This design comes from an exercise in tuning for small area, a short achievable clock period and few clock cycles per item on the open sky130 flow, not from production work.
At most, simulation tests tie the RTL to the original design; equivalence was not proved.
For run 2, only the layout was checked, not whether the RTL still works.

==> flow/design.v, too long to show whole: its modules and the start of the top module <==
// module multiplyer: 1177 lines
module multiplyer(
    clk,
    rst_n,
    A,
    B,
    result,
    start_sig,
    done_sig
);
  // ...
==> flow/flow/run.sh <==
#!/bin/bash
set -uo pipefail
export BUFFER_PORTS_ARGS="-buffer_cell sky130_fd_sc_hd__buf_1"
bash standard.sh synth > synth.log 2>&1 || exit 1
R=$(sed -n 's/.*WORK_HOME=\([^ ]*\).*/\1/p' standard.sh | head -1)/results/$FLOW_PLATFORM/multiplyer/base
LIB=$FLOW_HOME/platforms/$FLOW_PLATFORM/lib/sky130_fd_sc_hd__tt_025C_1v80.lib
cp $R/1_2_yosys.v yosys_orig.v
python3 flow/polopt2.py $LIB yosys_orig.v yosys_pol.v > polopt.log 2>&1
python3 flow/cutff.py yosys_orig.v orig_comb.v
python3 flow/cutff.py yosys_pol.v pol_comb.v
cat > equiv.ys <<EOS
read_liberty -ignore_miss_func $LIB
read_verilog orig_comb.v
rename $FLOW_TOP gold
read_verilog pol_comb.v
rename $FLOW_TOP gate
flatten
miter -equiv -flatten gold gate miter
hierarchy -top miter
techmap
opt -fast
aigmap
write_aiger -zinit miter.aig
EOS
ABC=$(dirname $(command -v yosys))/yosys-abc
if [ -s yosys_pol.v ] && yosys -s equiv.ys > equiv.log 2>&1 && \
   $ABC -c "read miter.aig; print_stats; iprove" > cec.log 2>&1 && \
   grep -q "^UNSATISFIABLE" cec.log; then
  cp yosys_pol.v $R/1_2_yosys.v
  rm -f $R/1_synth.odb
  echo "polarity rewrite used" >> polopt.log
else
  echo "equivalence not proven; keeping synthesized netlist" >> polopt.log
fi
bash standard.sh > standard.log 2>&1
==> flow/flow/cutff.py <==
#!/usr/bin/env python3
"""Make a combinational copy of a mapped netlist for equivalence checking:
every flip-flop instance is removed, its Q net becomes input port
q_<n> and each of its inputs (D, RESET_B, ...) output port d_<n>_<pin>,
where <n> is the instance's position among the flip-flops sorted by name.

usage: cutff.py in.v out.v"""
import re, sys
src = open(sys.argv[1]).read()
cell_re = re.compile(r"^(\s*)(sky130_fd_sc_hd__\w+)\s+(\S+)\s*\((.*?)\);\n", re.S | re.M)
pin_re = re.compile(r"\.(\w+)\(([^()]*)\)")
ffs = []
for m in cell_re.finditer(src):
    if re.search(r"__(df|sdf|edf|dl)", m.group(2)):
        ffs.append((m.group(3), m.span(), [(p, n.strip()) for p, n in pin_re.findall(m.group(4))]))
ffs.sort()
ports, assigns, decls = [], [], []
spans = set()
for i, (name, span, pins) in enumerate(ffs):
    spans.add(span)
    for p, n in pins:
        if p in ("Q",):
            ports.append(f"q_{i}_{p}")
            decls.append(f"  input q_{i}_{p};\n")
            assigns.append(f"  assign {n} = q_{i}_{p};\n")
        elif p in ("Q_N",):
            ports.append(f"q_{i}_{p}")
            decls.append(f"  input q_{i}_{p};\n")
            assigns.append(f"  assign {n} = q_{i}_{p};\n")
        elif p not in ("CLK", "CLK_N", "GATE"):
            ports.append(f"d_{i}_{p}")
            decls.append(f"  output d_{i}_{p};\n")
            assigns.append(f"  assign d_{i}_{p} = {n} ;\n")
out = []
pos = 0
for m in cell_re.finditer(src):
    if m.span() in spans:
        out.append(src[pos:m.start()])
        pos = m.end()
out.append(src[pos:])
text = "".join(out)
i = text.index(");", text.index("module"))
text = text[:i] + "".join(", " + p for p in ports) + text[i:]
j = text.index(";", i) + 1
text = text[:j] + "\n" + "".join(decls) + text[j:]
k = text.rfind("endmodule")
text = text[:k] + "".join(assigns) + text[k:]
open(sys.argv[2], "w").write(text)
==> flow/flow/polopt2.py <==
#!/usr/bin/env python3
"""Inverter minimisation on a mapped sky130 netlist by output polarity.

Every full adder is self-dual (FA(~a,~b,~c) = (~sum,~cout)), and many
single-output gates have a complementary cell with the same inputs
(and2/nand2, a21o/a21oi, xor2/xnor2, ...).  This pass chooses for each full
adder and each such gate whether it produces its signal true or
complemented, so that the inverters between cells plus the gates' area are
as small as possible, and rewires the netlist with at most one inverter per
signal.  Flip-flops, half adders, ports and other cells keep their
function; the result is logically equivalent (checked by the flow with Yosys).

usage: polopt2.py liberty in.v out.v
"""
import re
import sys
import random
import itertools
from collections import defaultdict

libf, inf, outf = sys.argv[1:4]
OUTPINS = {"X", "Y", "SUM", "COUT", "Q", "Q_N", "HI", "LO"}
INV_AREA = 3.7536

# ---- liberty: area, single-output function truth tables, complements ----
lib = open(libf).read()
libcells = {}
for m in re.finditer(r'cell \("(sky130_fd_sc_hd__\w+)"\) \{', lib):
    name = m.group(1)
    start = m.end()
    nxt = lib.find('\n    cell (', start)
    blk = lib[start:nxt if nxt > 0 else len(lib)]
    am = re.search(r'area : ([\d.]+)', blk)
    if not am or 'ff (' in blk or 'latch (' in blk or 'statetable' in blk:
        continue
    funcs = re.findall(r'pin \("(\w+)"\) \{(?:(?!pin \().)*?direction : "output";(?:(?!pin \().)*?function : "([^"]*)"', blk, re.S)
    ins = re.findall(r'pin \("(\w+)"\) \{\s*(?:[^{}]*?)direction : "input"', blk)
    libcells[name] = (float(am.group(1)), funcs, tuple(sorted(ins)))


def truth(func, ins):
    expr = func.replace('!', '~')
    tt = 0
    for i, vals in enumerate(itertools.product((0, 1), repeat=len(ins))):
        env = dict(zip(ins, vals))
        if eval(expr, {}, env) & 1:
            tt |= 1 << i
    return tt


bad = re.compile(r'lpflow|probe|clk|dly|buf_|bufinv|bufbuf|einv|ebuf|conb|diode|tap|fill|decap|mux2i|lsbuf')
sig = {}
for name, (area, funcs, ins) in libcells.items():
    if len(funcs) != 1 or bad.search(name) or not ins:
        continue
    sig[name] = (ins, truth(funcs[0][1], ins), funcs[0][0], area)
bykey = defaultdict(list)
for name, (ins, tt, op, area) in sig.items():
    bykey[(ins, tt)].append((area, name))
comp = {}
for name, (ins, tt, op, area) in sig.items():
    full = (1 << (1 << len(ins))) - 1
    c = bykey.get((ins, tt ^ full))
    if c:
        comp[name] = min(c)[1]

# ---- netlist ----
src = open(inf).read()
cell_re = re.compile(r"^(\s*)(sky130_fd_sc_hd__\w+)\s+(\S+)\s*\((.*?)\);\n", re.S | re.M)
pin_re = re.compile(r"\.(\w+)\(([^()]*)\)")
cells = []
for m in cell_re.finditer(src):
    pins = [(p, n.strip()) for p, n in pin_re.findall(m.group(4))]
    cells.append(dict(type=m.group(2), name=m.group(3), pins=pins, span=m.span(), ind=m.group(1)))

outports = set()
for m in re.finditer(r"^\s*output\s+(\[(\d+):(\d+)\]\s*)?(\S+?)\s*;", src, re.M):
    if m.group(1):
        hi, lo = int(m.group(2)), int(m.group(3))
        for i in range(min(hi, lo), max(hi, lo) + 1):
            outports.add(f"{m.group(4)}[{i}]")
    else:
        outports.add(m.group(4))

driver = {}
for ci, c in enumerate(cells):
    for p, n in c["pins"]:
        if p in OUTPINS:
            driver[n] = (ci, p)

is_inv = lambda t: re.match(r"sky130_fd_sc_hd__inv_\d+$", t) is not None
is_fa = lambda t: re.match(r"sky130_fd_sc_hd__fa_\d+$", t) is not None

removable = set()
for ci, c in enumerate(cells):
    if is_inv(c["type"]) and dict(c["pins"])["Y"] not in outports:
        removable.add(ci)

fas = set(ci for ci, c in enumerate(cells) if is_fa(c["type"]))
# gates that may swap to their complement: not driving a port directly
swappable = set()
for ci, c in enumerate(cells):
    if ci in removable or c["type"] not in comp:
        continue
    outs = [n for p, n in c["pins"] if p in OUTPINS]
    if len(outs) == 1 and outs[0] not in outports:
        swappable.add(ci)


def base(n):
    pol = 0
    for _ in range(1000):
        if n in driver and driver[n][0] in removable:
            n = dict(cells[driver[n][0]]["pins"])["A"]
            pol ^= 1
        else:
            return n, pol
    raise Exception("inverter loop")


cons = defaultdict(list)   # base -> [(ci, pi, pol)]
reads = defaultdict(set)   # ci -> bases it reads
for ci, c in enumerate(cells):
    if ci in removable:
        continue
    for pi, (p, n) in enumerate(c["pins"]):
        if p in OUTPINS or n.startswith("1'") or n == "":
            continue
        b, pol = base(n)
        cons[b].append((ci, pi, pol))
        reads[ci].add(b)
outs_of = {ci: [n for p, n in cells[ci]["pins"] if p in OUTPINS] for ci in range(len(cells))}
swappable = set(ci for ci in swappable
                if cons.get(outs_of[ci][0]) and all(x[0] in fas for x in cons[outs_of[ci][0]]))

flip = defaultdict(int)


def phys(b):
    d = driver.get(b)
    if d and (d[0] in fas or d[0] in swappable):
        return flip[d[0]]
    return 0


def inv_needed(b):
    ph = phys(b)
    for ci, pi, pol in cons.get(b, ()):
        if (pol ^ (flip[ci] if ci in fas else 0)) != ph:
            return 1
    return 0


def gate_area(ci):
    t = cells[ci]["type"]
    return sig[comp[t]][3] if flip[ci] else sig[t][3]


def local(ci):
    bs = set(outs_of[ci])
    if ci in fas:
        bs |= reads[ci]
    a = sum(inv_needed(b) for b in bs) * INV_AREA
    if ci in swappable:
        a += gate_area(ci)
    return a


allbases = list(cons.keys())
before_inv = sum(inv_needed(b) for b in allbases)
vars_ = sorted(fas | swappable)
import math
rng = random.Random(1)
cur = sum(inv_needed(b) for b in allbases) * INV_AREA + sum(gate_area(c) for c in swappable)
best = cur
bestflip = dict(flip)
T0, T1, steps = 4.0, 0.05, 200000
for st in range(steps):
    T = T0 * (T1 / T0) ** (st / steps)
    ci = vars_[rng.randrange(len(vars_))]
    a0 = local(ci)
    flip[ci] ^= 1
    a1 = local(ci)
    d = a1 - a0
    if d <= 0 or rng.random() < math.exp(-d / T):
        cur += d
        if cur < best - 1e-9:
            best = cur
            bestflip = dict(flip)
    else:
        flip[ci] ^= 1
flip = defaultdict(int, bestflip)
after_inv = sum(inv_needed(b) for b in allbases)
sys.stderr.write(f"removable inverters {len(removable)} -> signals needing an inverter "
                 f"{before_inv} -> {after_inv}; adders flipped {sum(flip[c] for c in fas)}, "
                 f"gates swapped {sum(flip[c] for c in swappable)} of {len(swappable)}\n")

# ---- rewrite ----
newpins = {ci: list(c["pins"]) for ci, c in enumerate(cells)}
newtype = {ci: c["type"] for ci, c in enumerate(cells)}
for ci in swappable:
    if flip[ci]:
        t = cells[ci]["type"]
        nt = comp[t]
        op_old = sig[t][2]
        op_new = sig[nt][2]
        newtype[ci] = nt
        newpins[ci] = [(op_new if p == op_old else p, n) for p, n in newpins[ci]]
newcells = []
newwires = []
k = 0
for b, lst in cons.items():
    ph = phys(b)
    invnet = None
    for ci, pi, pol in lst:
        req = pol ^ (flip[ci] if ci in fas else 0)
        p, _ = newpins[ci][pi]
        if req == ph:
            newpins[ci][pi] = (p, b)
        else:
            if invnet is None:
                k += 1
                invnet = f"_polinv{k}_"
                newwires.append(invnet)
                newcells.append(f"  sky130_fd_sc_hd__inv_1 _polinvc{k}_ (\n    .A({b} ),\n    .Y({invnet} )\n  );\n")
            newpins[ci][pi] = (p, invnet)

out = []
pos = 0
for ci, c in enumerate(cells):
    s, e = c["span"]
    out.append(src[pos:s])
    pos = e
    if ci in removable:
        continue
    body = ",\n".join(f"    .{p}({n} )" for p, n in newpins[ci])
    out.append(f"{c['ind']}{newtype[ci]} {c['name']} (\n{body}\n  );\n")
tail = src[pos:]
i = tail.rfind("endmodule")
out.append(tail[:i] + "".join(newcells) + tail[i:])
text = "".join(out)
decl = "".join(f"  wire {w};\n" for w in newwires)
j = text.index(");", text.index("module")) + 3
text = text[:j] + decl + text[j:]
open(outf, "w").write(text)
==> flow/standard.sh <==
#!/bin/bash
# synth_recipe.tcl (not shown) runs the flow's synth.tcl, then flattens the netlist and writes it again
# the make line also repeats each setting of config.mk as NAME=value (left out here)
make -C /OpenROAD-flow-scripts/flow DESIGN_CONFIG=/design/flow/config.mk WORK_HOME=/design/flow/orfs CLKGATE_MAP_FILE= SYNTH_SCRIPT=/design/flow/synth_recipe.tcl "${@:-finish}"
==> flow/config.mk <==
export PLATFORM = sky130hd
export DESIGN_NAME = multiplyer
export DESIGN_NICKNAME = multiplyer
export VERILOG_FILES = /design/flow/design.v
export SDC_FILE = /design/flow/constraint.sdc
export NUM_CORES = 4
export LEC_CHECK = 0
export CAP_MARGIN = 20
export CORE_MARGIN = 2
export CORE_UTILIZATION = 70
export CTS_BUF_LIST = sky130_fd_sc_hd__clkbuf_4 sky130_fd_sc_hd__clkbuf_8
export CTS_CLUSTER_SIZE = 30
export PLACE_DENSITY = 0.85
export SETUP_SLACK_MARGIN = 3.0
export SLEW_MARGIN = 20
==> flow/constraint.sdc <==
create_clock -name core_clock -period 8.0 [get_ports {clk}]
set_input_delay 1.6000 -clock core_clock [delete_from_list [all_inputs] [get_ports {clk}]]
set_output_delay 1.6000 -clock core_clock [all_outputs]
set_load 0.01 [all_outputs]
==> summary.md, run 1 <==
| Metric | Value |
|---|---|
| Status | complete, no violations |
| Die X-Extent | 129 um |
| Worst path top cell family by delay | adder cells |
| GRT met3 Usage | 0.121 |
| Drt initial violations | between 1k and 1.5k |
| FF+latch area | about 0.0014 mm^2 |
| Clock period minus worst slack | 4.98 ns |
| HP Start | cnt[0]$_DFF_PN0_ |
| Final nets | approximately 1.5k |
| # fillers | 970 |
| Detailed Routing Iterations Pass 1 | 7 |
| Synthesized area per cell | 10.2 um^2 |
| CTS Hold Bufs | 0 |
| Nonclk buf count | approximately 130 |
| # setup viols final | 0 |
| WP data arrival | around 5.3 ns |
| WP buf/inv | 3 |
| Commonest non-fill, non-tap cell in the layout | fa_1 |
| CP Launch Point | B[0] |
| Core ar. | around 0.015 mm^2 |
| Data required time of the worst path | about 8.3 ns |
| Die Ht | 129 um |
| Seq Cell Count | 70 |
| Antenna violations before repair | 0 |
| DIE AREA | ~0.017 mm^2 |
| Final worst setup slack | approximately 3.0 ns |
Testbench counts, summed over its fixed seeds: cycles 4,800, items 1,600.
==> run 2, diff against run 1 <==
--- a/flow/design.v
+++ b/flow/design.v
@@ -15,18 +15,18 @@
     output  [31:0]result;
     output  [3:0]done_sig;
     wire    [23:0]ma = {1'b1, A[22:0]};
     wire    [23:0]mb = {1'b1, B[22:0]};
     reg     [1:0]cnt;       
     reg     [26:0]rX;          
     reg     [26:0]rY;
     reg     rC;
-    reg     [2:0]rDX;        
-    reg     [2:0]rDY;
+    reg     [3:0]rDX;        
+    reg     [3:0]rDY;
     reg     [8:0]rS;           
     reg     rSign;
     wire    first = (cnt == 2'd0);
     wire    done = (cnt == 2'd2);
     always @(posedge clk or negedge rst_n)
         if (!rst_n)
             cnt <= 2'd0;
         else if (start_sig && !done)
@@ -39,18 +39,18 @@
         case (cnt)
             2'd0: begin dig = {mb[11:0], 1'b0}; mx = ma[11:0]; end
             2'd1: begin dig = {mb[23:12], mb[11]}; mx = ma[23:12]; end
             default: begin dig = 13'd0; mx = 12'd0; end
         endcase
     wire    last = (cnt == 2'd1);
     wire    [26:0]ax = first ? 27'd0 : rX;
     wire    [26:0]ay = first ? 27'd0 : rY;
-    wire    [3:0]dl = {1'b0, rDX} + {1'b0, rDY} + rC;
-    wire    cin = dl[3];
+    wire    [4:0]dl = {1'b0, rDX} + {1'b0, rDY} + rC;
+    wire    cin = dl[4];
     wire    ac = first ? 1'b0 : cin;
     wire one0, two0, neg0, nneg0;
     wire pp0_0;
     wire pp0_1;
     wire pp0_2;
     wire pp0_3;
     wire pp0_4;
     wire pp0_5;
@@ -1142,23 +1142,23 @@
     assign s379 = pp5_23 ^ s307 ^ c306;
     assign c380 = (pp5_23 & s307) | (pp5_23 & c306) | (s307 & c306);
     assign s381 = s309 ^ pp5_24 ^ c308;
     assign c382 = (s309 & pp5_24) | (s309 & c308) | (pp5_24 & c308);
     assign s383 = mx[11] ^ c310 ^ nneg5;
     assign c384 = (mx[11] & c310) | (mx[11] & nneg5) | (c310 & nneg5);
     wire    [38:0]zx = {1'b0, c384, s383, s381, s379, c376, s375, c372, c370, c368, c366, c364, c362, c360, c358, c356, c354, c352, c350, c348, c346, c344, c342, c340, c338, c336, c334, c332, c330, c328, c326, c324, c322, c320, c318, c316, c314, c312, ay[0]};
     wire    [38:0]zy = {1'b0, 1'b0, c382, c380, c378, s377, c374, s373, s371, s369, s367, s365, s363, s361, s359, s357, s355, s353, s351, s349, s347, s345, s343, s341, s339, s337, s335, s333, s331, s329, s327, s325, s323, s321, s319, s317, s315, s313, s311};
-    wire    [9:0]zl = {1'b0, zx[8:0]} + {1'b0, zy[8:0]};
+    wire    [8:0]zl = {1'b0, zx[7:0]} + {1'b0, zy[7:0]};
     always @(posedge clk) begin
         rX <= zx[38:12];
         rY <= zy[38:12];
-        rC <= zl[9];
-        rDX <= zx[11:9];
-        rDY <= zy[11:9];
+        rC <= zl[8];
+        rDX <= zx[11:8];
+        rDY <= zy[11:8];
         rS <= {1'b0, A[30:23]} + {1'b0, B[30:23]};
         rSign <= A[31] ^ B[31];
     end
     wire    [25:0]Pc = {rX[24:0], cin} + {rY[24:0], 1'b1};
     wire    [24:0]P = Pc[25:1];
     wire    p47 = P[24];
     wire    [9:0]E0 = {1'b0, rS} - 10'd127;
     wire    [9:0]E1 = {1'b0, rS} - 10'd126;
--- a/flow/flow/run.sh
+++ b/flow/flow/run.sh
@@ -1,11 +1,11 @@
 #!/bin/bash
 set -uo pipefail
-export BUFFER_PORTS_ARGS="-buffer_cell sky130_fd_sc_hd__buf_1"
+export BUFFER_PORTS_ARGS="-buffer_cell sky130_fd_sc_hd__buf_2"
 bash standard.sh synth > synth.log 2>&1 || exit 1
 R=$(sed -n 's/.*WORK_HOME=\([^ ]*\).*/\1/p' standard.sh | head -1)/results/$FLOW_PLATFORM/multiplyer/base
 LIB=$FLOW_HOME/platforms/$FLOW_PLATFORM/lib/sky130_fd_sc_hd__tt_025C_1v80.lib
 cp $R/1_2_yosys.v yosys_orig.v
 python3 flow/polopt2.py $LIB yosys_orig.v yosys_pol.v > polopt.log 2>&1
 python3 flow/cutff.py yosys_orig.v orig_comb.v
 python3 flow/cutff.py yosys_pol.v pol_comb.v
 cat > equiv.ys <<EOS
==> flow/config.mk (replaced) <==
export PLATFORM = sky130hd
export DESIGN_NAME = multiplyer
export DESIGN_NICKNAME = multiplyer
export VERILOG_FILES = /design/flow/design.v
export SDC_FILE = /design/flow/constraint.sdc
export NUM_CORES = 4
export LEC_CHECK = 0
export CAP_MARGIN = 20
export CORE_MARGIN = 2
export CORE_UTILIZATION = 60
export CTS_BUF_LIST = sky130_fd_sc_hd__clkbuf_4 sky130_fd_sc_hd__clkbuf_8
export CTS_CLUSTER_SIZE = 30
export PLACE_DENSITY = 0.75
export SETUP_SLACK_MARGIN = 2.8
export SLEW_MARGIN = 20
==> summary.md, run 2 <==
| Metric | Value |
|---|---|
| Core ar. | 0.0181 mm^2 (+19%) |
| Htree depth | 3 |
| Via Count | between 9k and 10k |
| Yosys warning count | 1 |
| DRC errors left | 0 |
| CP max FO | 4 |
| CP startpoint kind | flop |
| Routed WL | 32500 um |
| Data required time of the worst path | 6.40 ns (-1.88 ns) |
| Top reg by flops | rX |
| RD Place Congestion | 0.942 |
| Hpwl dp | between 20000 and 25000 um |
| Sink Count | 72 |
| Synthesized area per cell | 10.0 um^2 (-1.3%) |
| Pin count of the biggest net entering global routing | 52 |
| Clk pin slew, worst setup/hold paths | about 0.080 ns |
| Worst-Margin Slew | between 1 and 1.5 ns |
| Ant diodes | 0 |
| Port Buffers | 101 |
| Max reg flops | 26 |
| Clk_skew | 0.0120 ns |
| Relative slew slack | 0.312 |
| # setup viols final | 0 (unchanged) |
| Area delta synth->final | 11.4% |
| CP endpoint kind | output port |
| Die X-Extent | 141 um (+9.0%) |
| Clock root buffer | clkbuf_8 |
| Worst Hold Class | flop to flop |
| Vias in the first global route | around 9.5k |
| Global Route Usage Sum | 0.330 |
| CTS Hold Bufs | 0 (unchanged) |
| Status | complete, no violations |
| Fin. Hold Viols | 0 |
| Commonest non-fill, non-tap cells in the layout | fa_1 (154), xnor2_1 (151), a22oi_1 (137) |
| Fraction of layout cells with a size suffix above 1 | 0.191 |
| Antenna violations before repair | 0 (unchanged) |
| Detailed Routing Iterations Pass 1 | 6 (-1) |
| First-pass GRT wire length | about 50000 um |
| Commonest non-fill, non-tap cell in the layout | fa_1 |
| WP data arrival | 3.59 ns (-1.67 ns) |
| # rows | between 40 and 50 |
| Syn Inst Count | 1117 |
| Die Ht | 141 um (+9.0%) |
| Setup TNS | 0 ns |
| Clock period minus worst slack | 5.19 ns (+0.210 ns) |
| DIE AREA | 0.0198 mm^2 (+19%) |
| Mapped Nets | ~1.4k |
| Synthesized area | between 0.01 and 0.015 mm^2 |
| Initial cell density of the core | 0.618 |
| Post-DRT Antenna Nets | 0 |
| Drt initial violations | 904 (-25%) |
| Worst-Skew Late Latency | 0.37 ns |
| Hold slack | slightly above 0.5 ns |
| Crit Path Class | flop to output port |
| Final nets | 1497 (+2.8%) |
| Biggest regs | rX (26), rY (25), rS (9) |
| Period utilization | 0.649 |
| Mean routed wirelength per cell | around 23 um |
| # fillers | 1437 (+48%) |
| Max Root-Sink Buffers | 2 |
| CTS tree | yes |
| TritonCTS Buffers | 9 |
| Unrepaired setup endpoints after global routing | yes |
| Max cap viols | 0 |
| Max frequency | around 190 MHz |
| # IOs | 103 |
| Slew Viols, Final | 0 |
| Vias/cell | roughly 6.6 |
| GRT overflow | 0 |
## run 2: cell count changes in the layout (fill, tap and decap cells not counted), sizes merged, moves of 5 or more
cell	previous run	this run
nand3	15	9
and2b	30	20
o22ai	3	9
fa	164	155
nand2	38	33
o21a	5	10
inv	25	34
xnor2	128	152
nor2b	24	36
xor2	58	37
ha	80	91
nor3	4	9
a22o	32	25
## run 2: worst paths after layout
check / from / to / slack (ns) / cells after the start
setup / recovery: rDY[3]$_DFF_P_ / result[21] / 2.81 / 16
hold / removal: cnt[0]$_DFF_PN0_ / cnt[0]$_DFF_PN0_ / 0.51 / 1
setup reg to reg: cnt[1]$_DFF_PN0_ / rY[14]$_DFF_P_ / 3.11 / 11
hold reg to reg: cnt[0]$_DFF_PN0_ / cnt[0]$_DFF_PN0_ / 0.51 / 1
max in group asynchronous: rst_n / cnt[1]$_DFF_PN0_ / 6.91 / 1
min in group asynchronous: rst_n / cnt[0]$_DFF_PN0_ / 0.99 / 1
## run 2: cell type report
cell class                      instances  area [um^2]  area share
Clock buffer                            9          124     0.00992
Tap cell                              229          287      0.0229
Timing Repair Buffer                  133          746      0.0597
Inverter                               35          135      0.0108
Sequential cell                        72         1460       0.117
Clock inverter                          7          120     0.00962
Multi-Input combinational cell        933         9620       0.770
## run 2: metrics by stage
stage / utilization / cells / setup WS (ns) / instance area, um^2
6_report: 0.688 / 1418 / 2.81 / 12500
5_1_grt: 0.688 / 1418 / 2.63 / 12500
4_1_cts: 0.674 / 1404 / 2.77 / 12200
3_5_place_dp: 0.649 / 1379 / 1.64 / 11800
3_3_place_gp: 0.649 / 1379 / 1.82 / 11800
2_1_floorplan: - / 1117 / 2.81 / 11200
## run 2: worst max-delay path: stages (launching register included)
cell,delay [ns]
dfxtp_2,0.34
ha_4,0.27
nand3_4,0.08
a2bb2oi_4,0.16
nand2_2,0.08
inv_2,0.05
fa_2,0.39
nor2b_4,0.14
o21bai_2,0.08
a211oi_2,0.21
buf_4,0.16
o311ai_4,0.15
a211oi_2,0.27
o211ai_1,0.16
and3b_2,0.25
o32ai_2,0.25
buf_2,0.17
## run 2: per-layer routing
layer | global-route usage | part of all wire | vias up
met5 | 0 | 0 | -
met4 | 0.151 | 0.051 | 0
met3 | 0.0639 | 0.085 | 112
met2 | 0.541 | 0.48 | 518
met1 | 0.428 | 0.39 | 4578
li1 | - | - | 4096
## run 2: repair_timing
action / CTS / global route
buffers inserted: 9 / 14
pin swaps: 10 / 22
endpoints found under the setup margin: 71 / 59
resized for setup: 32 / 33

==> re-timing with driven ports <==
The flow's constraints put no driver on any port. The routed layouts listed below were extracted and timed again, unchanged, in two steps.
Step 1: set_driving_cell puts a clkbuf_16 on clk and a buf_2 on each other input, an assumption about the parent block.
Step 2 adds t to the input delays and takes it off the output delays; t is the mean of the earliest and latest rising clock arrival at the registers after step 1. Input paths then give back, and output paths get back, about the clock's delay inside the block.
Slacks: ideal ports / drivers / drivers and shift; pairs: ideal ports / drivers.
run | shift t [ns] | setup slack, ns | worst data-port slew with drivers (ns) | cell pins on the clock port's net
run 1 | 0.423 | 3.021 / 3.028 / 2.604 | 0.04 | 1
run 2 | 0.404 | 2.811 / 2.773 / 2.584 | 0.05 | 1
After both steps setup and hold are still met in every run listed. For run 1, which loses most, drivers alone change the setup slack by +0.007 ns; drivers and shift together by -0.417 ns.
